Context: an optimization exercise on an open-source flow, tuned for small area. The choices shown serve that exercise and are no tape-out recipe. At most, simulation tests tie the RTL to the original design; equivalence was not proved. For runs 3 to 5, only the layout was checked, not whether the RTL still works. No activity file was given, so power comes from the tool's default toggle rates.

==> flow/standard.sh <==
#!/bin/bash
# synth_recipe.tcl (not shown) runs the flow's synth.tcl, then flattens the netlist and writes it again
# the make line also repeats each setting of config.mk as NAME=value (left out here)
make -C /OpenROAD-flow-scripts/flow DESIGN_CONFIG=/design/flow/config.mk WORK_HOME=/design/flow/orfs CLKGATE_MAP_FILE= SYNTH_SCRIPT=/design/flow/synth_recipe.tcl "${@:-finish}"
==> flow/config.mk <==
export PLATFORM = sky130hd
export DESIGN_NAME = UART_FPGA
export DESIGN_NICKNAME = UART_FPGA
export VERILOG_FILES = /design/flow/design.v
export SDC_FILE = /design/flow/constraint.sdc
export NUM_CORES = 4
export LEC_CHECK = 0
export CAP_MARGIN = 20
export CORE_MARGIN = 2
export CORE_UTILIZATION = 40
export SLEW_MARGIN = 20
==> flow/constraint.sdc <==
create_clock -name core_clock -period 10.0 [get_ports {clock}]
set_input_delay 2.0000 -clock core_clock [delete_from_list [all_inputs] [get_ports {clock}]]
set_output_delay 2.0000 -clock core_clock [all_outputs]
set_load 0.01 [all_outputs]
==> flow/flow/my_synth.tcl <==
# The standard flow's synthesis script (synth_recipe.tcl) with two changes that touch only
# combinational logic: ABC runs flow/abc_area.script instead of ORFS's, and
# full/half adders are not extracted (ABC sees the adder logic as plain gates).
set my_flow_dir [file dirname [file normalize [info script]]]
proc synth {args} { yosys synth -nofsm -noshare {*}$args }
proc abc {args} {
  global my_flow_dir
  set i [lsearch -exact $args -script]
  if { $i >= 0 } { lset args [expr { $i + 1 }] $my_flow_dir/abc_area.script }
  yosys abc {*}$args
}
proc extract_fa {args} { puts "extract_fa skipped" }
source $::env(SCRIPTS_DIR)/synth.tcl
# left out here: clear keep_hierarchy, flatten, clean up, hide names made inside functions, write 1_2_yosys.v
==> flow/flow/run.sh <==
#!/bin/bash
# Own layout flow: the standard flow (standard.sh) with
#  - synthesis: flow/my_synth.tcl (stronger ABC area script, no adder extraction;
#    same registers, names and cell types as the standard synthesis)
#  - port buffers: buf_1 instead of clkdlybuf4s50_1
#  - CTS: small clock buffers, no dummy loads
set -euo pipefail
FD=$(cd "$(dirname "${BASH_SOURCE[0]}")" && pwd)
bash standard.sh \
  SYNTH_SCRIPT=$FD/my_synth.tcl \
  ABC_AREA=1 \
  BUFFER_PORTS_ARGS="-buffer_cell sky130_fd_sc_hd__buf_1" \
  CTS_ARGS="-sink_clustering_enable -repair_clock_nets -buf_list sky130_fd_sc_hd__clkbuf_4 -root_buf sky130_fd_sc_hd__clkbuf_4 -sink_clustering_size 20 -dont_use_dummy_load" \
  finish > standard.log 2>&1
==> flow/flow/abc_area.script <==
strash
&get -n
&deepsyn -T 30
&put
dch -f
&get -n
&nf -R 1000
&put
topo
==> flow/design.v <==
module UART_FPGA(
	input clock,
	input reset,
	input baud_sel,
	input TXstart,
	input [7:0] TX_data_in,
	output TXbusy,
	output parity_error,
	output stop_bit_error,
	output [1:0] BAUD_RATE,
	output [6:0] segment_data,
	output [3:0] AN
	);
reg [13:0] lo;
reg [4:0] hi;
wire lo_z = ~|lo[12:0];
wire lo_fb = lo[13] ^ lo[0] ^ lo[2] ^ lo[4] ^ lo_z;
always @(posedge clock or posedge reset)
	if (reset) begin
		lo <= 14'd0;
		hi <= 5'd0;
	end else begin
		lo <= {lo[12:0], lo_fb};
		hi <= hi ^ {&hi[3:0], &hi[2:0], &hi[1:0], hi[0], 1'b1} & {5{lo_z & ~lo[13]}};
	end
wire tick = lo_z & lo[13] & (hi == 5'd0);
localparam [2:0] WAIT_FOR_PRESS = 3'b000, PRESSED_1 = 3'b001, PRESSED_2 = 3'b010,
	PRESSED = 3'b011, WAIT_FOR_RELEASE = 3'b100, RELEASED_1 = 3'b101,
	RELEASED_2 = 3'b110, RELEASED = 3'b111;
reg [2:0] db_state, db_next;
always @(posedge clock or posedge reset)
	if (reset) db_state <= WAIT_FOR_PRESS;
	else db_state <= db_next;
always @(*) begin
	db_next = db_state;
	case (db_state)
		WAIT_FOR_PRESS: if (baud_sel) db_next = PRESSED_1;
		PRESSED_1: if (~baud_sel) db_next = WAIT_FOR_PRESS; else if (tick) db_next = PRESSED_2;
		PRESSED_2: if (~baud_sel) db_next = WAIT_FOR_PRESS; else if (tick) db_next = PRESSED;
		PRESSED: if (~baud_sel) db_next = WAIT_FOR_PRESS; else if (tick) db_next = WAIT_FOR_RELEASE;
		WAIT_FOR_RELEASE: if (~baud_sel) db_next = RELEASED_1;
		RELEASED_1: if (baud_sel) db_next = WAIT_FOR_RELEASE; else if (tick) db_next = RELEASED_2;
		RELEASED_2: if (baud_sel) db_next = WAIT_FOR_RELEASE; else if (tick) db_next = RELEASED;
		RELEASED: if (baud_sel) db_next = WAIT_FOR_RELEASE; else if (tick) db_next = WAIT_FOR_PRESS;
	endcase
end
wire press = (db_next == WAIT_FOR_RELEASE) & (db_state != WAIT_FOR_RELEASE);
reg [1:0] sel;
always @(posedge clock or posedge reset)
	if (reset) sel <= 2'd0;
	else sel <= sel ^ {sel[0] & press, press};
assign BAUD_RATE = sel;
reg [11:0] bc;
reg [11:0] bmod;
always @(*)
	case (sel)
		2'd0: bmod = 12'b001010110100;	 
		2'd1: bmod = 12'b110110010101;	 
		2'd2: bmod = 12'b011001010111;	 
		default: bmod = 12'b010101110100;	 
	endcase
wire btick = (bc == bmod);
wire bc_fb = bc[11] ^ bc[2] ^ bc[4] ^ bc[5] ^ ~|bc[10:0];
always @(posedge clock or posedge reset)
	if (reset) bc <= 12'd0;
	else if (btick) bc <= 12'd0;
	else bc <= {bc[10:0], bc_fb};
reg [3:0] bcount;
always @(posedge clock or posedge reset)
	if (reset) bcount <= 4'd0;
	else bcount <= bcount ^ {&bcount[2:0], &bcount[1:0], bcount[0], 1'b1} & {4{btick}};
wire next_bit = btick & (bcount == 4'd14);
reg [3:0] f;
always @(posedge clock or posedge reset)
	if (reset) f <= 4'd0;
	else if (next_bit) begin
		if (f == 4'd0 || f == 4'd11) f <= TXstart ? 4'd1 : 4'd0;
		else f <= f ^ {&f[2:0], &f[1:0], f[0], 1'b1};
	end
assign TXbusy = (f != 4'd0);
reg [7:0] txd;
always @(posedge clock or posedge reset)
	if (reset) txd <= 8'd0;
	else if (next_bit && f == 4'd1) txd <= TX_data_in;
reg [7:0] rxd;
always @(posedge clock or posedge reset)
	if (reset) rxd <= 8'd0;
	else if (f == 4'd0 || f == 4'd1) rxd <= txd;
assign parity_error = 1'b0;
assign stop_bit_error = 1'b0;
reg valid;	 
always @(posedge clock or posedge reset)
	if (reset) valid <= 1'b0;
	else valid <= 1'b1;
wire [1:0] k = {hi[1] ~^ hi[0], ~hi[0]};	 
assign AN = {4{valid}} & ~(4'b0001 << k);
function [3:0] add3(input [3:0] d);
	case (d)
		4'd5: add3 = 4'd8;
		4'd6: add3 = 4'd9;
		4'd7: add3 = 4'd10;
		4'd8: add3 = 4'd11;
		4'd9: add3 = 4'd12;
		4'd10: add3 = 4'd13;
		4'd11: add3 = 4'd14;
		4'd12: add3 = 4'd15;
		default: add3 = d;
	endcase
endfunction
reg [19:0] sh;
integer i;
always @(*) begin
	sh = {12'd0, rxd};
	for (i = 0; i < 8; i = i + 1) begin
		sh[11:8] = add3(sh[11:8]);
		sh[15:12] = add3(sh[15:12]);
		sh = sh << 1;
	end
end
wire [3:0] hund = sh[19:16], tens = sh[15:12], units = sh[11:8];
reg [3:0] digit;
always @(*)
	case (k)
		2'd0: digit = 4'd0;
		2'd1: digit = hund;
		2'd2: digit = tens;
		default: digit = units;
	endcase
reg [6:0] seg;
always @(*)
	case (digit)
		4'd0: seg = 7'b0000001;
		4'd1: seg = 7'b1001111;
		4'd2: seg = 7'b0010010;
		4'd3: seg = 7'b0000110;
		4'd4: seg = 7'b1001100;
		4'd5: seg = 7'b0100100;
		4'd6: seg = 7'b1100000;
		4'd7: seg = 7'b0001111;
		4'd8: seg = 7'b0000000;
		4'd9: seg = 7'b0000100;
		default: seg = 7'b0110000;
	endcase
assign segment_data = seg;
endmodule
==> results of run 1 <==
## placed cells by master (no fill, tap or decap), types with 2 or more instances in the layout
cell / count
dfrtp_1: 61
buf_1: 25
nor2_1: 23
mux2_1: 18
a21oi_1: 17
nor2b_1: 17
nand2_1: 14
xnor2_1: 12
nor3_1: 9
clkbuf_4: 9
clkinv_1: 7
o21ai_0: 7
nand2b_1: 5
nand3_1: 5
nor3b_1: 4
nor4_1: 4
and3_1: 4
and2_0: 4
a31oi_1: 4
xor2_1: 4
nand4_1: 3
o21a_1: 3
conb_1: 3
a32oi_1: 2
a211oi_1: 2
or3_1: 2
or2_0: 2
buf_4: 2
## metal layers
metal | vias to the layer above | GRT usage, % | part of all wire [%]
met5 | - | 0 | 0
met3 | 4 | 4.76 | 3.8
met4 | 0 | 5.68 | 0.72
li1 | 960 | - | -
met1 | 909 | 18.4 | 49
met2 | 32 | 21.7 | 46
## registers in the layout (all words and copies together) (netlist names)
register  flops
hi            5
bcount        4
sel           2
f             4
valid         1
txd           8
db_state      3
rxd           8
bc           12
lo           14
## worst max-delay path by stage
| stage | startpoint | end | slack [ps] | cells past startpoint |
|---|---|---|---|---|
| after floorplan | rxd[7]$_DFFE_PP0P_ | segment_data[3] | 4930 | 16 |
| after global placement | rxd[7]$_DFFE_PP0P_ | segment_data[3] | 4760 | 17 |
| after detailed placement | rxd[7]$_DFFE_PP0P_ | segment_data[3] | 4610 | 17 |
| after CTS | rxd[5]$_DFFE_PP0P_ | segment_data[3] | 4150 | 16 |
| after global routing | rxd[7]$_DFFE_PP0P_ | segment_data[3] | 3710 | 17 |
| final | rxd[5]$_DFFE_PP0P_ | segment_data[3] | 4150 | 16 |
## power by group through the flow
stage | clock network, mW | registers, mW | logic (mW)
floorplan | 0 | 0.252 | 0.00593
global placement | 0 | 0.252 | 0.00927
detailed placement | 0 | 0.252 | 0.00930
CTS | 0.119 | 0.247 | 0.00935
global route | 0.132 | 0.247 | 0.0105
finish | 0.112 | 0.247 | 0.00881
## final cells by class
type | instances | area, um2 | share of cell area, %
well taps | 80 | 100 | 3.33
inverters | 8 | 30.0 | 0.999
multi-input cells | 182 | 1170 | 39.0
flip-flops and latches | 61 | 1530 | 50.8
repair buffers | 27 | 109 | 3.62
clock buffers | 9 | 67.6 | 2.25
## metrics by stage
stage | hold WS (ps) | cell area, um2 | cells | power [mW] | setup slack [ps]
after global placement | 360 | 2940 | 358 | 0.261 | 4760
after CTS | 375 | 3010 | 367 | 0.376 | 4150
final | 381 | 3010 | 367 | 0.368 | 4150
after global routing | 383 | 3010 | 367 | 0.390 | 3710
after floorplan | 354 | 2750 | 254 | 0.258 | 4930
after detailed placement | 364 | 2940 | 358 | 0.262 | 4610
## kinds of logic (layout without fill, tap and decap cells)
kind of cell	Yosys count	in the layout	share of synthesized area, %
AO/OA/AOI/OAI	45	45	10.4
XOR/XNOR	16	16	5.11
buffers and inverters	11	44	1.78
flip-flops	61	61	55.6
multiplexers	19	19	7.75
other	2	3	0.274
AND/OR/NAND/NOR	99	99	19.0
## critical path, cell delays in order (launching register included)
cell,delay [ps]
dfrtp_1,480
nor2_1,250
nand2_1,80
a21oi_1,150
a21oi_1,70
or2_0,280
a21oi_1,280
nor2_1,110
nor3_1,250
o21ai_0,130
o21ai_0,130
mux2_1,360
o21ai_0,170
a21oi_1,170
nor2b_1,180
nor3b_1,200
buf_1,180
==> results.py, run 1 <==
metrics = {
    "setup_path": {
        "arrival_ps": 3850,
        "ff2ff_path_depth": 8,
        "crit_type": "register to output pin",
        "cp-end-kind": "output pin",
        "r2r_setup_slack_ps": 7100,
        "path_max_fanout": 9,
        "worstReg2RegEnd": "txd[0]$_DFFE_PP0P_",
        "rr_startpoint": "sel[1]$_DFF_PP0_",
        "startpoint_type": "register",
        "required_ps": 8000,
    },
    "synth": {
        "ys.flop_type": "dfrtp_1",
        "synth-seq-cells": 61,
        "synth_edf_count": 0,
        "syn-mean-instance-area_um2": 10.8,
        "yosysWarningCount": 1,
        "synth-async-reset-ratio_pct": 100,
        "synth_top_cell_by_area": "dfrtp_1",
        "syn_inst": 253,
        "yosysSeqAreaShare_pct": 55.6,
        "synthDistinctLibCells": 41,
        "yosysMostFrequentCell": "dfrtp_1",
        "netlist_area_mm2": 0.00274,
        "synth_common_cells": "61 x dfrtp_1, 23 x nor2_1, 18 x mux2_1, 17 x a21oi_1, 17 x nor2b_1",
        "synthTopCellsByArea": "dfrtp_1 56%, mux2_1 7.4%, nor2b_1 3.9%",
        "post-synth-top-area-fraction_pct": 55.6,
    },
    "power_and_ir_drop": {
        "powerDensity_mw_per_mm2": 123,
        "switching_share_pct": 21.1,
        "p_switching_uw": 77.6,
        "pwr-share-clk_pct": 30.5,
        "p_int_uw": 291,
        "power.leakage_nw": 1.33,
        "combinationalPowerShare_pct": 2.4,
        "pwr-share-seq_pct": 67.1,
        "peakVddDrop_mv": 0.0676,
    },
    "cts": {
        "clk_latency_ps": 380,
        "clock-sinks": 61,
        "htree_levels": 3,
        "clk_pin_slew_ps": 100,
        "post_cts_resized": 0,
        "hold_buffers": 0,
        "cts_tree": "built",
        "cts-root-buf": "clkbuf_4",
        "post-cts-setup-buffers": 0,
        "clk_path_buf_depth": 2,
        "cts_made_buffers": 9,
    },
    "floorplan": {
        "die_x_um": 86.8,
        "die_h_um": 86.8,
        "initial_core_util_pct": 40.8,
        "ioPinCount": 28,
        "rows": 30,
        "die-area_mm2": 0.00754,
        "core-area_mm2": 0.00672,
    },
    "placed_design": {
        "portBuffers": 25,
        "gp_congestion": 0.845,
        "dp_hpwl_mm": 3.44,
    },
    "timing": {
        "skew_ps": 28.5,
        "finalSetupViolCount": 0,
        "fin_crit_ps": 5850,
        "fmax_mhz": 171,
        "setup_tns_ps": 0,
        "worstMarginPinSlew_ps": 735,
        "max_slew_margin_pct": 51.0,
        "fin_crit_sh_pct": 58.5,
        "hold_viol": 0,
        "slew_violations": 0,
        "rsz0062_at_grt": "false",
    },
    "worst_hold_path": {
        "worstHoldStart": "lo[11]$_DFF_PP0_",
        "min_delay_path_depth": 0,
        "hold-path-endpoint": "lo[12]$_DFF_PP0_",
        "hp-class": "register to register",
    },
    "run_status": {
        "outcome": "timing/DRC/antenna clean",
    },
    "routing": {
        "totalWireLength_mm": 4.73,
        "ant_nets": 0,
        "drtPass1Iterations": 4,
        "drtIter0Drc": 82,
        "dr_total_vias": 1905,
        "vias_per_cell": 5.19,
        "wl_per_cell_um": 12.9,
        "drcViolationCount": 0,
    },
    "final_layout": {
        "drive_above_1_share_pct": 4.18,
        "final_nets": 301,
        "n_fill_cell": 645,
        "antenna_cells": 0,
        "final_util_pct": 44.7,
        "area_growth_pct": 9.53,
    },
    "global_route": {
        "gr-usage-all-layers_pct": 14.1,
        "antenna_found_initial": 0,
        "grt_pass1_wl_mm": 8.27,
        "grt_start_max_net_pins": 62,
        "overflow": 0,
        "grt_pass1_vias": 1839,
    },
    "job": {
        "max_cap_viol_count": 0,
    },
}
==> run 2: changes to the inputs <==
==> flow/flow/run.sh (replaced) <==
#!/bin/bash
set -e
cp standard.sh standard.sh.copy
bash standard.sh > standard.log 2>&1
removed: flow/flow/abc_area.script
removed: flow/flow/my_synth.tcl
==> run 2 against run 1 <==
Still clean on timing, DRC and antenna; global-route usage grew 0.83 points; maximum frequency shrank 3.0%; non-clock buffer count shrank 1; clock power grew 88%; worst hold slack lost 1.5 ps; largest cell class is now multi-input gates.
==> results.py, run 2 <==
metrics = {
    "cts": {
        "post_cts_resized": 0,
        "clk_latency_ps": 330,
        "cts_made_buffers": 9,
        "clk_path_buf_depth": 2,
        "cts-root-buf": "clkbuf_8",
        "post-cts-setup-buffers": 0,
        "cts_tree": "built",
        "htree_levels": 3,
        "hold_buffers": 0,
        "clock-sinks": 61,
        "clk_pin_slew_ps": 60,
    },
    "synth": {
        "synthTopCellsByArea": "dfrtp_1 43%, ha_1 6.7%, mux2_2 4.1%",
        "syn-mean-instance-area_um2": 9.62,
        "synth_common_cells": "61 x dfrtp_1, 32 x nor2_1, 28 x nand2_1, 21 x o21ai_0",
        "yosysMostFrequentCell": "dfrtp_1",
        "synth-async-reset-ratio_pct": 100,
        "ys.flop_type": "dfrtp_1",
        "yosysSeqAreaShare_pct": 43.0,
        "yosysWarningCount": 1,
        "synth_top_cell_by_area": "dfrtp_1",
        "synth-seq-cells": 61,
        "synthDistinctLibCells": 59,
        "synth_edf_count": 0,
        "syn_inst": 369,
        "netlist_area_mm2": 0.00355,
        "post-synth-top-area-fraction_pct": 43.0,
    },
    "global_route": {
        "antenna_found_initial": 0,
        "grt_start_max_net_pins": 62,
        "grt_pass1_vias": 2595,
        "overflow": 0,
        "grt_pass1_wl_mm": 12.0,
        "gr-usage-all-layers_pct": 14.9,
    },
    "final_layout": {
        "seq_area_mm2": 0.00153,
        "largest_reg_flops": 14,
        "drive_above_1_share_pct": 10.3,
        "final_nets": 416,
        "largestRegisters": "lo (14), bc (12)",
        "antenna_cells": 0,
        "final_area_mm2": 0.00402,
        "multi_input_area_mm2": 0.00183,
        "top_register": "lo",
        "final_cell_mix": "61 x dfrtp_1, 32 x nor2_1, 28 x nand2_1, 25 x clkdlybuf4s50_1, 21 x o21ai_0",
        "n_fill_cell": 847,
        "layout_commonest_cell": "dfrtp_1",
        "area_growth_pct": 13.1,
    },
    "worst_hold_path": {
        "hp-class": "register to register",
        "worstHoldStart": "lo[7]$_DFF_PP0_",
    },
    "routing": {
        "drtIter0Drc": 130,
        "wl_per_cell_um": 13.1,
        "dr_total_vias": 2650,
        "drtPass1Iterations": 4,
        "totalWireLength_mm": 6.53,
        "vias_per_cell": 5.32,
        "ant_nets": 0,
        "drcViolationCount": 0,
    },
    "setup_path": {
        "crit_path_cell_trace": "nand2_1 > a22oi_1 > a31oi_1 > a2111oi_4 > nor2_1 > o21ai_0 > inv_1 > ha_1 > inv_1 > mux2_1 > o21ai_2 > clkdlybuf4s50_1",
        "cp_common_cell": "inv_1",
        "slowest_stage": "dfrtp_1",
        "startpoint_type": "register",
        "critical_path.max_stage_delay_ps": 880,
        "critPathTopFamily": "compound AO/OA/AOI/OAI gates",
        "cp.buffers_inverters": 3,
        "critPathLaunch": "rxd[7]$_DFFE_PP0P_",
        "arrival_ps": 4030,
        "cp-end-kind": "output pin",
        "rr_startpoint": "sel[0]$_DFF_PP0_",
        "required_ps": 8000,
        "path_max_fanout": 29,
        "crit_type": "register to output pin",
    },
    "placed_design": {
        "portBuffers": 25,
        "dp_hpwl_mm": 4.58,
        "post_dp_cell_area_mm2": 0.00382,
        "gp_congestion": 0.802,
    },
    "power_and_ir_drop": {
        "powerDensity_mw_per_mm2": 157,
        "pwr-share-seq_pct": 45.4,
        "p_switching_uw": 186,
        "pwr-share-clk_pct": 33.3,
        "p_int_uw": 446,
        "switching_share_pct": 29.5,
        "peakVddDrop_mv": 0.127,
        "power_uw": 632,
        "combinationalPowerShare_pct": 21.3,
        "power.leakage_nw": 1.72,
    },
    "timing": {
        "fin_crit_ps": 6030,
        "setup_tns_ps": 0,
        "finalSetupViolCount": 0,
        "max_slew_margin_pct": 39.3,
        "skew_ps": 7.58,
        "slew_violations": 0,
        "hold_viol": 0,
        "fmax_mhz": 166,
        "rsz0062_at_grt": "false",
        "fin_crit_sh_pct": 60.3,
        "worstMarginPinSlew_ps": 911,
    },
    "floorplan": {
        "core-area_mm2": 0.00868,
        "die-area_mm2": 0.00965,
        "ioPinCount": 28,
        "initial_core_util_pct": 40.9,
        "die_h_um": 98.2,
        "rows": 34,
        "die_x_um": 98.2,
    },
    "job": {
        "max_cap_viol_count": 0,
    },
    "run_status": {
        "outcome": "timing/DRC/antenna clean",
    },
}
[run 2: cell types whose count changed after synthesis, sizes merged, moves of 7 or more]
cell,previous run,this run
a21oi,17,9
and2,4,14
buf,3,15
clkbuf,0,7
clkinv,8,0
ha,0,19
inv,0,20
nand2,14,28
nor2,23,32
nor2b,17,1
nor3,9,17
o21ai,7,23
[run 2: layer usage]
metal,track usage (%),part of all wire (%)
met5,0,0
met4,6.43,1.6
met3,2.08,3.3
met2,24.1,47
met1,20.2,48
[run 2: logic make-up after synthesis]
logic type / Yosys count / share of synthesized area [%]
buffers and inverters: 42 / 5.57
XOR/XNOR: 24 / 5.92
multiplexers: 18 / 5.57
adder cells (fa/ha/maj): 19 / 6.69
flip-flops: 61 / 43.0
AND/OR/NAND/NOR: 129 / 18.5
other: 2 / 0.211
AO/OA/AOI/OAI: 74 / 14.5
[run 2: worst reg2reg max path, cell delays in order, from the launching register on]
cell and delay, ps:
dfrtp_1 450, inv_1 130, ha_1 330, nor3b_1 200, o22ai_1 90, a2111oi_0 530
nand3_1 450, or2_2 470, or3_1 350, o21ai_0 80
[run 2: final timing paths]
path	to	slack, ps	depth (start not counted)
setup / recovery	segment_data[2]	3970	12
hold / removal	lo[8]$_DFF_PP0_	380	0
setup reg to reg	f[0]$_DFFE_PP0P_	6840	9
hold reg to reg	lo[8]$_DFF_PP0_	380	0
max in group asynchronous	bcount[3]$_DFF_PP0_	7290	3
min in group asynchronous	bc[9]$_DFF_PP0_	2220	3
[run 2: per-stage QoR]
step	setup WS, ps	std cells	util, %	hold slack, ps
2_1_floorplan	5490	370	-	354
3_3_place_gp	4530	482	44.1	362
3_5_place_dp	4380	482	44.1	364
4_1_cts	4010	498	46.3	379
5_1_grt	3630	498	46.3	398
6_report	3970	498	46.3	379
[run 2: area by class of cell]
cell class | instances | share of cell area, %
clock buffers | 12 | 3.61
repair buffers | 26 | 6.42
well taps | 108 | 3.36
inverters | 20 | 1.87
flip-flops and latches | 61 | 38.0
clock inverters | 4 | 1.18
multi-input cells | 267 | 45.6
[run 2: power by group through the flow]
| stage | clock (mW) | combinational [mW] | sequential [mW] |
|---|---|---|---|
| after floorplan | 0 | 0.113 | 0.279 |
| after global placement | 0 | 0.133 | 0.291 |
| after detailed placement | 0 | 0.135 | 0.291 |
| after CTS | 0.218 | 0.136 | 0.287 |
| after global routing | 0.228 | 0.156 | 0.291 |
| final | 0.210 | 0.134 | 0.287 |
==> run 3: changes to the inputs <==
--- a/flow/design.v
+++ b/flow/design.v
@@ -23,3 +23,4 @@
 		lo <= {lo[12:0], lo_fb};
-		hi <= hi ^ {&hi[3:0], &hi[2:0], &hi[1:0], hi[0], 1'b1} & {5{lo_z & ~lo[13]}};
+		if (lo_z & ~lo[13])
+			hi <= hi + 5'd1;
 	end
@@ -50,3 +51,3 @@
 	if (reset) sel <= 2'd0;
-	else sel <= sel ^ {sel[0] & press, press};
+	else if (press) sel <= sel + 2'd1;
 assign BAUD_RATE = sel;
@@ -70,3 +71,3 @@
 	if (reset) bcount <= 4'd0;
-	else bcount <= bcount ^ {&bcount[2:0], &bcount[1:0], bcount[0], 1'b1} & {4{btick}};
+	else if (btick) bcount <= bcount + 4'd1;
 wire next_bit = btick & (bcount == 4'd14);
@@ -77,3 +78,3 @@
 		if (f == 4'd0 || f == 4'd11) f <= TXstart ? 4'd1 : 4'd0;
-		else f <= f ^ {&f[2:0], &f[1:0], f[0], 1'b1};
+		else f <= f + 4'd1;
 	end
@@ -94,28 +95,10 @@
 	else valid <= 1'b1;
-wire [1:0] k = {hi[1] ~^ hi[0], ~hi[0]};	 
+wire [1:0] k = hi[1:0] - 2'd1;
 assign AN = {4{valid}} & ~(4'b0001 << k);
-function [3:0] add3(input [3:0] d);
-	case (d)
-		4'd5: add3 = 4'd8;
-		4'd6: add3 = 4'd9;
-		4'd7: add3 = 4'd10;
-		4'd8: add3 = 4'd11;
-		4'd9: add3 = 4'd12;
-		4'd10: add3 = 4'd13;
-		4'd11: add3 = 4'd14;
-		4'd12: add3 = 4'd15;
-		default: add3 = d;
-	endcase
-endfunction
-reg [19:0] sh;
-integer i;
+reg [3:0] hund, tens, units;
 always @(*) begin
-	sh = {12'd0, rxd};
-	for (i = 0; i < 8; i = i + 1) begin
-		sh[11:8] = add3(sh[11:8]);
-		sh[15:12] = add3(sh[15:12]);
-		sh = sh << 1;
-	end
+	hund = rxd / 8'd100;
+	tens = (rxd / 8'd10) % 8'd10;
+	units = rxd % 8'd10;
 end
-wire [3:0] hund = sh[19:16], tens = sh[15:12], units = sh[11:8];
 reg [3:0] digit;
==> flow/run.sh (new file) <==
#!/bin/bash
# synth_recipe.tcl (not shown) runs the flow's synth.tcl, then flattens the netlist and writes it again
# the make line also repeats each setting of config.mk as NAME=value (left out here)
make -C /OpenROAD-flow-scripts/flow DESIGN_CONFIG=/design/flow/config.mk WORK_HOME=/design/flow/orfs CLKGATE_MAP_FILE= SYNTH_SCRIPT=/design/flow/synth_recipe.tcl finish
removed: flow/flow/run.sh
removed: flow/standard.sh
==> run 3 against run 2 <==
Power down 2.8%; non-clock buffer count up 2; largest cell class unchanged; combinational power up 21%; clock-buffer cell count down 1; still clean on timing, DRC and antenna; worst hold slack worse by 2.1 ps; register-to-register slack better by 40 ps; synthesized area up 22%; global-route usage about the same; clock skew down 1.9 ps; die area up 21%; first-iteration DRC count down 6.2%; sequential power down 4%.
==> results.py, run 3 <==
metrics = {
    "final_layout": {
        "area_growth_pct": 8.95,
        "final_nets": 483,
        "largest_reg_flops": 14,
        "final_util_pct": 45.2,
        "final_cell_mix": "61 x dfrtp_1, 27 x ha_1, 26 x nand2_1, 25 x clkdlybuf4s50_1, 24 x nor2_1",
        "antenna_cells": 0,
        "layout_commonest_cell": "dfrtp_1",
        "top_register": "lo",
        "largestRegisters": "lo (14), bc (12)",
        "n_fill_cell": 971,
        "drive_above_1_share_pct": 18.0,
    },
    "routing": {
        "drtIter0Drc": 122,
        "totalWireLength_mm": 8.06,
        "ant_nets": 0,
        "drcViolationCount": 0,
        "wl_per_cell_um": 13.8,
        "dr_total_vias": 3124,
        "drtPass1Iterations": 4,
        "vias_per_cell": 5.34,
    },
    "power_and_ir_drop": {
        "power.leakage_nw": 1.95,
        "peakVddDrop_mv": 0.138,
        "powerDensity_mw_per_mm2": 131,
        "power_uw": 614,
    },
    "synth": {
        "synth_simple_gate_area_share_pct": 20.9,
        "synthAdderAreaFrac_pct": 7.82,
        "synth-async-reset-ratio_pct": 100,
        "synth-seq-cells": 61,
        "synth_compound_area_share_pct": 17.6,
        "synthTopCellsByArea": "dfrtp_1 35%, ha_1 7.8%, xnor2_1 4.5%",
        "synth-xor-area-share_pct": 5.68,
        "synth_mux_area_share_pct": 5.45,
        "synthDistinctLibCells": 99,
        "netlist_area_mm2": 0.00432,
        "post-synth-top-area-fraction_pct": 35.4,
        "syn-mean-instance-area_um2": 10.1,
        "synth_common_cells": "61 x dfrtp_1, 27 x ha_1, 26 x nand2_1, 24 x nor2_1, 22 x xnor2_1",
        "yosysWarningCount": 1,
        "ys.flop_type": "dfrtp_1",
        "synth_top_cell_by_area": "dfrtp_1",
        "syn_inst": 426,
        "synth_top_family_by_area": "simple AND/OR/NAND/NOR gates",
        "yosysMostFrequentCell": "dfrtp_1",
        "synth_edf_count": 0,
        "yosysSeqAreaShare_pct": 35.4,
    },
    "placed_design": {
        "portBuffers": 25,
        "gp_congestion": 0.877,
        "dp_hpwl_mm": 5.79,
    },
    "setup_path": {
        "arrival_ps": 6140,
        "path_max_fanout": 19,
        "required_ps": 8000,
        "startpoint_type": "register",
        "cp-end-kind": "output pin",
        "crit_type": "register to output pin",
    },
    "floorplan": {
        "ioPinCount": 28,
        "initial_core_util_pct": 41.5,
        "core-area_mm2": 0.0104,
        "die_h_um": 108,
        "die_x_um": 108,
        "die-area_mm2": 0.0116,
        "rows": 37,
    },
    "timing": {
        "rsz0062_at_grt": "false",
        "max_slew_margin_pct": 41.5,
        "fmax_mhz": 123,
        "finalSetupViolCount": 0,
        "worstMarginPinSlew_ps": 878,
        "slew_violations": 0,
        "whs_ps": 377,
        "fin_crit_ps": 8140,
        "hold_viol": 0,
        "fin_crit_sh_pct": 81.4,
        "skew_ps": 5.69,
        "setup_tns_ps": 0,
    },
    "cts": {
        "clk_pin_slew_ps": 70,
        "cts_made_buffers": 9,
        "clk_path_buf_depth": 2,
        "post_cts_resized": 0,
        "cts-root-buf": "clkbuf_8",
        "hold_buffers": 0,
        "clk_latency_ps": 330,
        "htree_levels": 3,
        "post-cts-setup-buffers": 0,
        "clock-sinks": 61,
        "cts_tree": "built",
    },
    "global_route": {
        "gr-usage-all-layers_pct": 14.9,
        "grt_start_max_net_pins": 62,
        "antenna_found_initial": 0,
        "overflow": 0,
        "grt_pass1_vias": 3025,
        "grt_pass1_wl_mm": 14.2,
    },
    "job": {
        "max_cap_viol_count": 0,
    },
    "run_status": {
        "outcome": "timing/DRC/antenna clean",
    },
    "worst_hold_path": {
        "hp-class": "register to register",
    },
}
==> run 3: changes by cell type in the layout (fill, tap and decap cells not counted), moves of 4 or more <==
cell,previous run,this run
nor2b_1,1,18
and2_1,14,3
ha_1,19,27
nor2_1,32,24
xnor2_1,14,22
nand3_1,7,13
a21oi_1,8,12
a31oi_1,7,3
or3_1,5,1
xor2_1,10,6
==> run 3: area by class of cell <==
| cell class | instances | area, um2 | area share [%] |
|---|---|---|---|
| tap | 136 | 170 | 3.62 |
| clock inverter | 5 | 27.5 | 0.585 |
| inverter | 22 | 82.6 | 1.76 |
| timing repair buffer | 28 | 273 | 5.80 |
| sequential | 61 | 1530 | 32.4 |
| clock buffer | 11 | 131 | 2.79 |
| multi-input combinational | 322 | 2490 | 53.0 |
==> run 3: final timing paths <==
path,from,slack (ps),depth (start not counted),to
worst max-delay path,hi[0]$_DFFE_PP0P_,1860,22,segment_data[1]
worst min-delay path,lo[12]$_DFF_PP0_,380,0,lo[13]$_DFF_PP0_
worst max register to register,sel[0]$_DFFE_PP0P_,6880,11,txd[2]$_DFFE_PP0P_
worst min register to register,lo[12]$_DFF_PP0_,380,0,lo[13]$_DFF_PP0_
max in group asynchronous,reset,7310,3,rxd[1]$_DFFE_PP0P_
min in group asynchronous,reset,2210,3,lo[9]$_DFF_PP0_
==> run 3: per-stage QoR <==
stage	std cells	instance area, um2	worst slack [ps]
2_1_floorplan	427	4320	3640
4_1_cts	585	4700	1840
6_report	585	4700	1860
5_1_grt	585	4700	1310
3_5_place_dp	569	4550	2200
3_3_place_gp	569	4550	2470
==> run 3: kinds of logic after synthesis <==
kind of cell | Yosys count
AND/OR/NAND/NOR | 153
AO/OA/AOI/OAI | 90
XOR/XNOR | 28
other | 2
buffers and inverters | 44
multiplexers | 21
flip-flops | 61
adder cells (fa/ha/maj) | 27
==> run 3: layer usage <==
layer / vias to the layer above / track usage [%] / wire (um)
met5: - / 0 / 0
met4: 0 / 4.85 / 102
met3: 10 / 3.03 / 198
met2: 30 / 24.1 / 3900
met1: 1532 / 19.9 / 3860
li1: 1552 / - / -
==> run 3: critical path, cell delays in order, from the launching register on <==
cell and delay [ps]:
dfrtp_1 420, ha_1 690, inv_1 230, nand2_1 130, ha_1 250, nand2_2 80
a211oi_1 310, o221ai_2 290, and2_4 260, nor2_1 150, ha_1 260, inv_1 100
nor4_1 350, nor4_2 100, o211ai_2 250, and2_4 210, o21ai_0 90, o21ai_0 420
ha_1 240, inv_1 30, or2_1 230, a21oi_1 130, clkdlybuf4s50_1 560
==> run 3: where the power goes <==
part | internal (mW) | switching [mW] | leakage (nW)
clock network | 0.0881 | 0.0888 | 0.0829
registers | 0.257 | 0.0186 | 0.734
logic | 0.0761 | 0.0858 | 1.13
==> run 4: changes to the inputs <==
--- a/flow/design.v
+++ b/flow/design.v
@@ -23,4 +23,3 @@
 		lo <= {lo[12:0], lo_fb};
-		if (lo_z & ~lo[13])
-			hi <= hi + 5'd1;
+		hi <= hi ^ {&hi[3:0], &hi[2:0], &hi[1:0], hi[0], 1'b1} & {5{lo_z & ~lo[13]}};
 	end
@@ -51,3 +50,3 @@
 	if (reset) sel <= 2'd0;
-	else if (press) sel <= sel + 2'd1;
+	else sel <= sel ^ {sel[0] & press, press};
 assign BAUD_RATE = sel;
@@ -71,3 +70,3 @@
 	if (reset) bcount <= 4'd0;
-	else if (btick) bcount <= bcount + 4'd1;
+	else bcount <= bcount ^ {&bcount[2:0], &bcount[1:0], bcount[0], 1'b1} & {4{btick}};
 wire next_bit = btick & (bcount == 4'd14);
@@ -78,3 +77,3 @@
 		if (f == 4'd0 || f == 4'd11) f <= TXstart ? 4'd1 : 4'd0;
-		else f <= f + 4'd1;
+		else f <= f ^ {&f[2:0], &f[1:0], f[0], 1'b1};
 	end
@@ -95,33 +94,36 @@
 	else valid <= 1'b1;
-wire [1:0] k = hi[1:0] - 2'd1;
+wire [1:0] k = {hi[1] ~^ hi[0], ~hi[0]};	 
 assign AN = {4{valid}} & ~(4'b0001 << k);
-reg [3:0] hund, tens, units;
+function [3:0] add3(input [3:0] d);
+	add3 = {d[3] | d[2] & (d[1] | d[0]),
+	        d[3] & d[0] | d[2] & ~d[1] & ~d[0],
+	        d[1] & (d[0] | ~d[2]) | d[3] & ~d[0],
+	        ~d[0] & (d[3] | d[2] & d[1]) | d[0] & ~d[2] & ~d[3]};
+endfunction
+reg [19:0] sh;
+integer i;
 always @(*) begin
-	hund = rxd / 8'd100;
-	tens = (rxd / 8'd10) % 8'd10;
-	units = rxd % 8'd10;
+	sh = {12'd0, rxd};
+	for (i = 0; i < 8; i = i + 1) begin
+		sh[11:8] = add3(sh[11:8]);
+		sh[15:12] = add3(sh[15:12]);
+		sh = sh << 1;
+	end
 end
-reg [3:0] digit;
+wire [3:0] hund = sh[19:16], tens = sh[15:12], units = sh[11:8];
+reg [3:0] d;
 always @(*)
 	case (k)
-		2'd0: digit = 4'd0;
-		2'd1: digit = hund;
-		2'd2: digit = tens;
-		default: digit = units;
+		2'd0: d = 4'd0;
+		2'd1: d = hund;
+		2'd2: d = tens;
+		default: d = units;
 	endcase
-reg [6:0] seg;
-always @(*)
-	case (digit)
-		4'd0: seg = 7'b0000001;
-		4'd1: seg = 7'b1001111;
-		4'd2: seg = 7'b0010010;
-		4'd3: seg = 7'b0000110;
-		4'd4: seg = 7'b1001100;
-		4'd5: seg = 7'b0100100;
-		4'd6: seg = 7'b1100000;
-		4'd7: seg = 7'b0001111;
-		4'd8: seg = 7'b0000000;
-		4'd9: seg = 7'b0000100;
-		default: seg = 7'b0110000;
-	endcase
+wire [6:0] seg = {~d[0] & d[2] | d[0] & ~d[1] & ~d[2] & ~d[3],
+                  d[2] & (d[0] ^ d[1]),
+                  ~d[0] & d[1] & ~d[2],
+                  ~d[0] & ~d[1] & d[2] | d[0] & d[1] & d[2] | d[0] & ~d[1] & ~d[2] & ~d[3],
+                  d[0] | ~d[1] & d[2],
+                  d[0] & d[1] | d[1] & ~d[2] | d[0] & ~d[2] & ~d[3],
+                  d[0] & d[1] & d[2] | ~d[1] & ~d[2] & ~d[3]};
 assign segment_data = seg;
==> flow/flow/run.sh (new file) <==
#!/bin/bash
# Own layout flow: the standard flow (standard.sh) with
#  - synthesis: flow/my_synth.tcl (stronger ABC area script, no adder extraction;
#    same registers, names and cell types as the standard synthesis)
#  - port buffers: buf_1 instead of clkdlybuf4s50_1
#  - CTS: small clock buffers, no dummy loads
set -euo pipefail
FD=$(cd "$(dirname "${BASH_SOURCE[0]}")" && pwd)
bash standard.sh \
  SYNTH_SCRIPT=$FD/my_synth.tcl \
  ABC_AREA=1 \
  BUFFER_PORTS_ARGS="-buffer_cell sky130_fd_sc_hd__buf_1" \
  CTS_ARGS="-sink_clustering_enable -repair_clock_nets -buf_list sky130_fd_sc_hd__clkbuf_4 -root_buf sky130_fd_sc_hd__clkbuf_8 -sink_clustering_size 30 -sink_clustering_max_diameter 200 -dont_use_dummy_load" \
  finish > standard.log 2>&1
==> flow/flow/abc_area.script (new file) <==
strash
 &get -n
 &deepsyn -T 30
 &put
 dch -f
 amap
 topo
==> flow/flow/my_synth.tcl (new file) <==
# The standard flow's synthesis script (synth_recipe.tcl) with two changes that touch only
# combinational logic: ABC runs flow/abc_area.script instead of ORFS's, and
# full/half adders are not extracted (ABC sees the adder logic as plain gates).
set my_flow_dir [file dirname [file normalize [info script]]]
proc synth {args} { yosys synth -nofsm -noshare {*}$args }
proc abc {args} {
  global my_flow_dir
  set i [lsearch -exact $args -script]
  if { $i >= 0 } { lset args [expr { $i + 1 }] $my_flow_dir/abc_area.script }
  yosys abc {*}$args
}
proc extract_fa {args} { puts "extract_fa skipped" }
source $::env(SCRIPTS_DIR)/synth.tcl
# left out here: clear keep_hierarchy, flatten, clean up, hide names made inside functions, write 1_2_yosys.v
==> flow/standard.sh (new file) <==
#!/bin/bash
# synth_recipe.tcl (not shown) runs the flow's synth.tcl, then flattens the netlist and writes it again
# the make line also repeats each setting of config.mk as NAME=value (left out here)
make -C /OpenROAD-flow-scripts/flow DESIGN_CONFIG=/design/flow/config.mk WORK_HOME=/design/flow/orfs CLKGATE_MAP_FILE= SYNTH_SCRIPT=/design/flow/synth_recipe.tcl "${@:-finish}"
removed: flow/run.sh
==> run 4 against run 3 <==
Sequential share of layout area is 19 points higher; die area is 37% lower; maximum frequency is 37% higher; first-iteration DRC count fell by 11%; utilization rose by 1.2 points; routed wire length shrank 40%; register-to-register slack got worse by 940 ps; critical path depth down 3; worst hold slack got worse by 23 ps; sequential power down 7.6%; synthesized area is 38% lower; flip-flop and latch count is the same; largest cell class is now flip-flops and latches.
==> results.py, run 4 <==
metrics = {
    "run_status": {
        "outcome": "timing/DRC/antenna clean",
    },
    "cts": {
        "hold_buffers": 0,
        "cts-root-buf": "clkbuf_8",
        "htree_levels": 3,
        "clk_latency_ps": 330,
        "post_cts_resized": 0,
        "cts_made_buffers": 9,
        "cts_tree": "built",
        "clk_pin_slew_ps": 70,
        "post-cts-setup-buffers": 0,
        "clk_path_buf_depth": 2,
        "clock-sinks": 61,
    },
    "synth": {
        "post-synth-top-area-fraction_pct": 57.1,
        "ys.flop_type": "dfrtp_1",
        "syn_inst": 292,
        "yosysSeqAreaShare_pct": 57.1,
        "yosysMostFrequentCell": "nor2_1",
        "synthDistinctLibCells": 33,
        "synthTopCellsByArea": "dfrtp_1 57%, nor2_1 8.8%, clkinv_1 5.6%",
        "synth_top_cell_by_area": "dfrtp_1",
        "synth_edf_count": 0,
        "yosysWarningCount": 1,
        "synth-async-reset-ratio_pct": 100,
        "syn-mean-instance-area_um2": 9.16,
        "synth_common_cells": "63 x nor2_1, 61 x dfrtp_1, 40 x clkinv_1, 27 x a21oi_1, 13 x nand2_1",
        "netlist_area_mm2": 0.00267,
        "synth-seq-cells": 61,
    },
    "power_and_ir_drop": {
        "peakVddDrop_mv": 0.121,
        "p_int_uw": 335,
        "switching_share_pct": 22.0,
        "pwr-share-clk_pct": 36.9,
        "powerDensity_mw_per_mm2": 144,
        "combinationalPowerShare_pct": 3.9,
        "pwr-share-seq_pct": 59.2,
        "p_switching_uw": 94.3,
        "power.leakage_nw": 1.26,
    },
    "setup_path": {
        "ff2ff_path_depth": 9,
        "r2r_setup_slack_ps": 5940,
        "critical_path.max_stage_delay_ps": 440,
        "critPathLaunch": "rxd[7]$_DFFE_PP0P_",
        "cp_common_cell": "o21ai_0",
        "cp.buffers_inverters": 3,
        "crit_type": "register to output pin",
        "required_ps": 8000,
        "critPathTopFamily": "compound AO/OA/AOI/OAI gates",
        "cp-end-kind": "output pin",
        "slowest_stage": "dfrtp_1",
        "arrival_ps": 3920,
        "crit_path_cell_trace": "clkinv_1 > nor2_1 > o22ai_1 > and3_1 > a211oi_1 > o21ai_0 > o31ai_1 > clkinv_1 > o22ai_1 > o21ai_0 > o21ai_0 > a21oi_1 > a32oi_1 > nor2_1 > a31oi_1 > nor2_1 > nand2_1 > o21ai_0 > buf_1",
        "startpoint_type": "register",
        "path_max_fanout": 7,
        "worstReg2RegEnd": "txd[1]$_DFFE_PP0P_",
        "rr_startpoint": "bc[4]$_DFF_PP0_",
    },
    "floorplan": {
        "initial_core_util_pct": 41.6,
        "die_h_um": 85.8,
        "rows": 29,
        "die_x_um": 85.8,
        "ioPinCount": 28,
        "die-area_mm2": 0.00735,
        "core-area_mm2": 0.00642,
    },
    "routing": {
        "top_layer": "met4",
        "ant_nets": 0,
        "drtIter0Drc": 109,
        "vias_per_cell": 5.26,
        "dr_total_vias": 2113,
        "met1_length_mm": 2.40,
        "drtPass1Iterations": 20,
        "wl_met2_mm": 2.16,
        "totalWireLength_mm": 4.83,
        "wl_met3_um": 219,
        "drcViolationCount": 0,
        "wl_per_cell_um": 12.0,
    },
    "worst_hold_path": {
        "worstHoldStart": "lo[7]$_DFF_PP0_",
        "hold-path-endpoint": "lo[8]$_DFF_PP0_",
        "hp-class": "register to register",
        "min_delay_path_depth": 0,
    },
    "timing": {
        "rsz0062_at_grt": "false",
        "setup_tns_ps": 0,
        "max_slew_margin_pct": 40.3,
        "fin_crit_sh_pct": 59.2,
        "skew_ps": 17.4,
        "fin_crit_ps": 5920,
        "slew_violations": 0,
        "worstMarginPinSlew_ps": 896,
        "fmax_mhz": 169,
        "fin_ws_ps": 4080,
        "finalSetupViolCount": 0,
        "hold_viol": 0,
    },
    "placed_design": {
        "pre_cts_slack_ps": 4480,
        "portBuffers": 25,
        "dp_hpwl_mm": 3.44,
        "gp_congestion": 0.807,
    },
    "final_layout": {
        "antenna_cells": 0,
        "area_growth_pct": 11.5,
        "layout_commonest_cell": "nor2_1",
        "largest_reg_flops": 14,
        "drive_above_1_share_pct": 3.38,
        "final_nets": 339,
        "top_register": "lo",
        "final_cell_mix": "63 x nor2_1, 61 x dfrtp_1, 39 x clkinv_1, 27 x a21oi_1, 25 x buf_1",
        "largestRegisters": "lo (14), bc (12)",
    },
    "global_route": {
        "antenna_found_initial": 0,
        "grt_pass1_wl_mm": 8.93,
        "grt_start_max_net_pins": 62,
        "overflow": 0,
        "gr-usage-all-layers_pct": 15.4,
        "grt_pass1_vias": 2057,
    },
    "job": {
        "max_cap_viol_count": 0,
    },
}
[run 4: power by group through the flow]
stage          combinational (mW)  sequential [mW]  clock, mW
5_1_grt                    0.0196            0.255      0.177
3_3_place_gp               0.0175            0.259          0
3_5_place_dp               0.0175            0.259          0
4_1_cts                    0.0176            0.254      0.166
2_1_floorplan             0.00973            0.259          0
6_report                   0.0169            0.254      0.159
[run 4: metrics by stage]
stage               utilization [%]  area [um2]  std cells  hold WS, ps  power, mW
floorplan                         -        2680        293          354      0.269
global placement               44.5        2860        393          361      0.276
detailed placement             44.5        2860        393          364      0.276
CTS                            46.4        2980        402          355      0.438
global route                   46.4        2980        402          366      0.451
finish                         46.4        2980        402          354      0.430
[run 4: per-layer routing]
layer,global-route usage (%),up-vias
met4,7.36,0
li1,-,1069
met3,4.43,4
met1,20.3,1002
met5,0,-
met2,23.4,38
[run 4: how the worst max path moves through the flow]
stage	end	slack, ps	depth (start not counted)
after floorplan	segment_data[3]	4980	18
after global placement	segment_data[6]	4620	19
after detailed placement	segment_data[6]	4480	19
after CTS	segment_data[6]	4100	19
after global routing	segment_data[3]	3420	18
final	segment_data[6]	4080	19
[run 4: logic make-up (layout without fill, tap and decap cells)]
family | after synthesis | count (layout) | share of synthesized area [%]
AOI/OAI and AO/OA | 79 | 79 | 18.8
buffers and inverters | 43 | 75 | 6.32
DFF | 61 | 61 | 57.1
other | 2 | 3 | 0.281
and+or+nand+nor | 107 | 107 | 17.5
[run 4: cell type report]
cell class / instances / area (um2)
Clock buffer: 9 / 124
Fill cell: 627 / 3440
Inverter: 40 / 150
Multi-Input combinational cell: 189 / 982
Sequential cell: 61 / 1530
Tap cell: 77 / 96.3
Timing Repair Buffer: 26 / 101
==> run 5: changes to the inputs <==
--- a/flow/flow/run.sh
+++ b/flow/flow/run.sh
@@ -12,3 +12,3 @@
   BUFFER_PORTS_ARGS="-buffer_cell sky130_fd_sc_hd__buf_1" \
-  CTS_ARGS="-sink_clustering_enable -repair_clock_nets -buf_list sky130_fd_sc_hd__clkbuf_4 -root_buf sky130_fd_sc_hd__clkbuf_8 -sink_clustering_size 30 -sink_clustering_max_diameter 200 -dont_use_dummy_load" \
+  CTS_ARGS="-sink_clustering_enable -repair_clock_nets -buf_list sky130_fd_sc_hd__clkbuf_8 -root_buf sky130_fd_sc_hd__clkbuf_8 -sink_clustering_size 64 -sink_clustering_max_diameter 200 -dont_use_dummy_load" \
   finish > standard.log 2>&1
==> run 5 against run 4 <==
Still clean; largest power group unchanged; synthesized area unchanged; register-to-register slack about the same; highest routed layer unchanged; sequential power is essentially flat; power stayed put; maximum frequency unchanged; clock power about the same; global-route usage unchanged; worst hold slack stayed put; combinational power about the same; critical path depth unchanged; sequential share of layout area stayed put; routed wire length stayed put.
==> results.py, run 5 <==
metrics = {
    "global_route": {
        "grt_pass1_vias": 2057,
        "antenna_found_initial": 0,
        "grt_start_max_net_pins": 62,
        "overflow": 0,
        "gr-usage-all-layers_pct": 15.4,
        "grt_pass1_wl_mm": 8.93,
    },
    "synth": {
        "syn-mean-instance-area_um2": 9.16,
        "yosysSeqAreaShare_pct": 57.1,
        "post-synth-top-area-fraction_pct": 57.1,
        "synth-seq-cells": 61,
        "synth_common_cells": "63 x nor2_1, 61 x dfrtp_1, 40 x clkinv_1, 27 x a21oi_1, 13 x nand2_1",
        "ys.flop_type": "dfrtp_1",
        "synth_top_cell_by_area": "dfrtp_1",
        "synthDistinctLibCells": 33,
        "yosysWarningCount": 1,
        "netlist_area_mm2": 0.00267,
        "synthTopCellsByArea": "dfrtp_1 57%, nor2_1 8.8%, clkinv_1 5.6%",
        "synth_edf_count": 0,
        "yosysMostFrequentCell": "nor2_1",
        "synth-async-reset-ratio_pct": 100,
        "syn_inst": 292,
    },
    "final_layout": {
        "largest_reg_flops": 14,
        "layout_commonest_cell": "nor2_1",
        "final_nets": 339,
        "top_register": "lo",
        "antenna_cells": 0,
        "drive_above_1_share_pct": 3.38,
        "area_growth_pct": 11.5,
        "final_cell_mix": "63 x nor2_1, 61 x dfrtp_1, 39 x clkinv_1, 27 x a21oi_1, 25 x buf_1",
        "largestRegisters": "lo (14), bc (12)",
    },
    "worst_hold_path": {
        "hp-class": "register to register",
        "hold-path-endpoint": "lo[8]$_DFF_PP0_",
        "worstHoldStart": "lo[7]$_DFF_PP0_",
        "min_delay_path_depth": 0,
    },
    "power_and_ir_drop": {
        "switching_share_pct": 22.0,
        "power.leakage_nw": 1.26,
        "pwr-share-clk_pct": 36.9,
        "powerDensity_mw_per_mm2": 144,
        "combinationalPowerShare_pct": 3.9,
        "peakVddDrop_mv": 0.121,
        "p_switching_uw": 94.3,
        "pwr-share-seq_pct": 59.2,
        "p_int_uw": 335,
    },
    "timing": {
        "fin_ws_ps": 4080,
        "rsz0062_at_grt": "false",
        "worstMarginPinSlew_ps": 896,
        "max_slew_margin_pct": 40.3,
        "fin_crit_ps": 5920,
        "fmax_mhz": 169,
        "slew_violations": 0,
        "finalSetupViolCount": 0,
        "fin_crit_sh_pct": 59.2,
        "setup_tns_ps": 0,
        "hold_viol": 0,
        "skew_ps": 17.4,
    },
    "setup_path": {
        "r2r_setup_slack_ps": 5940,
        "crit_type": "register to output pin",
        "path_max_fanout": 7,
        "critPathTopFamily": "compound AO/OA/AOI/OAI gates",
        "startpoint_type": "register",
        "cp_common_cell": "o21ai_0",
        "worstReg2RegEnd": "txd[1]$_DFFE_PP0P_",
        "crit_path_cell_trace": "clkinv_1 > nor2_1 > o22ai_1 > and3_1 > a211oi_1 > o21ai_0 > o31ai_1 > clkinv_1 > o22ai_1 > o21ai_0 > o21ai_0 > a21oi_1 > a32oi_1 > nor2_1 > a31oi_1 > nor2_1 > nand2_1 > o21ai_0 > buf_1",
        "rr_startpoint": "bc[4]$_DFF_PP0_",
        "slowest_stage": "dfrtp_1",
        "ff2ff_path_depth": 9,
        "cp-end-kind": "output pin",
        "required_ps": 8000,
        "critical_path.max_stage_delay_ps": 440,
        "cp.buffers_inverters": 3,
        "arrival_ps": 3920,
    },
    "cts": {
        "clk_path_buf_depth": 2,
        "cts_tree": "built",
        "post-cts-setup-buffers": 0,
        "cts_made_buffers": 9,
        "clk_pin_slew_ps": 70,
        "post_cts_resized": 0,
        "hold_buffers": 0,
        "cts-root-buf": "clkbuf_8",
        "clk_latency_ps": 330,
        "clock-sinks": 61,
        "htree_levels": 3,
    },
    "floorplan": {
        "die-area_mm2": 0.00735,
        "die_h_um": 85.8,
        "die_x_um": 85.8,
        "core-area_mm2": 0.00642,
        "initial_core_util_pct": 41.6,
        "ioPinCount": 28,
        "rows": 29,
    },
    "routing": {
        "totalWireLength_mm": 4.83,
        "vias_per_cell": 5.26,
        "drtPass1Iterations": 20,
        "dr_total_vias": 2113,
        "top_layer": "met4",
        "met1_length_mm": 2.40,
        "drcViolationCount": 0,
        "ant_nets": 0,
        "drtIter0Drc": 109,
        "wl_per_cell_um": 12.0,
        "wl_met3_um": 219,
        "wl_met2_mm": 2.16,
    },
    "placed_design": {
        "dp_hpwl_mm": 3.44,
        "portBuffers": 25,
        "gp_congestion": 0.807,
        "pre_cts_slack_ps": 4480,
    },
    "run_status": {
        "outcome": "timing/DRC/antenna clean",
    },
    "job": {
        "max_cap_viol_count": 0,
    },
}
-- run 5: cell counts after synthesis --
No cell type changed its count.
-- run 5: cells by family (layout without fill, tap and decap cells) --
| kind of cell | Yosys count | count (layout) | synth area share [%] |
|---|---|---|---|
| AOI/OAI and AO/OA | 79 | 79 | 18.8 |
| buffers and inverters | 43 | 75 | 6.32 |
| DFF | 61 | 61 | 57.1 |
| other | 2 | 3 | 0.281 |
| and+or+nand+nor | 107 | 107 | 17.5 |
-- run 5: final cells by class --
class,count,area (um2)
Multi-Input combinational cell,189,982
Tap cell,77,96.3
Timing Repair Buffer,26,101
Clock buffer,9,124
Inverter,40,150
Sequential cell,61,1530
Fill cell,627,3440
-- run 5: worst max path at each step --
stage          cells after the start  slack, ps              end          startpoint
2_1_floorplan                     18       4980  segment_data[3]  rxd[7]$_DFFE_PP0P_
3_3_place_gp                      19       4620  segment_data[6]  rxd[7]$_DFFE_PP0P_
3_5_place_dp                      19       4480  segment_data[6]  rxd[7]$_DFFE_PP0P_
4_1_cts                           19       4100  segment_data[6]  rxd[7]$_DFFE_PP0P_
5_1_grt                           18       3420  segment_data[3]  rxd[5]$_DFFE_PP0P_
6_report                          19       4080  segment_data[6]  rxd[7]$_DFFE_PP0P_
-- run 5: metal layers --
metal / up-vias / GRT usage (%)
met5: - / 0
met4: 0 / 7.36
met3: 4 / 4.43
met2: 38 / 23.4
met1: 1002 / 20.3
li1: 1069 / -
-- run 5: through the flow --
| step | cell area (um2) | cells | utilization [%] | hold WS [ps] | power [mW] |
|---|---|---|---|---|---|
| 6_report | 2980 | 402 | 46.4 | 354 | 0.430 |
| 5_1_grt | 2980 | 402 | 46.4 | 366 | 0.451 |
| 4_1_cts | 2980 | 402 | 46.4 | 355 | 0.438 |
| 3_5_place_dp | 2860 | 393 | 44.5 | 364 | 0.276 |
| 3_3_place_gp | 2860 | 393 | 44.5 | 361 | 0.276 |
| 2_1_floorplan | 2680 | 293 | - | 354 | 0.269 |
-- run 5: power by group through the flow --
stage               Sequential, mW  Combinational (mW)  Clock [mW]
finish                       0.254              0.0169       0.159
global route                 0.255              0.0196       0.177
CTS                          0.254              0.0176       0.166
detailed placement           0.259              0.0175           0
global placement             0.259              0.0175           0
floorplan                    0.259             0.00973           0

==> afterwards: timing with drivers on the ports <==
No port has a modelled driver above. Below, the same layouts with a new extraction and two added sets of constraints.
Step 1: set_driving_cell puts a clkbuf_16 on clock and a buf_2 on each other input, an assumption about the parent block.
Step 2 also shifts input and output timing later by t, the mid clock arrival at the registers, as if the neighbouring blocks saw the same clock.
Slacks: no drivers / after step 1 / after step 2; pairs: no drivers / after step 1.
| run | t (ns) | setup WS [ns] | worst register clock-pin slew, ns |
|---|---|---|---|
| run 1 | 0.391 | 4.154 / 4.129 / 4.519 | 0.10 / 0.10 |
| run 2 | 0.349 | 3.972 / 3.944 / 4.293 | 0.07 / 0.07 |
| run 3 | 0.349 | 1.863 / 1.837 / 2.187 | 0.07 / 0.07 |
| run 4 | 0.348 | 4.079 / 4.052 / 4.400 | 0.07 / 0.07 |
| run 5 | 0.348 | 4.079 / 4.052 / 4.400 | 0.07 / 0.07 |
After both steps every run listed still meets setup and hold.
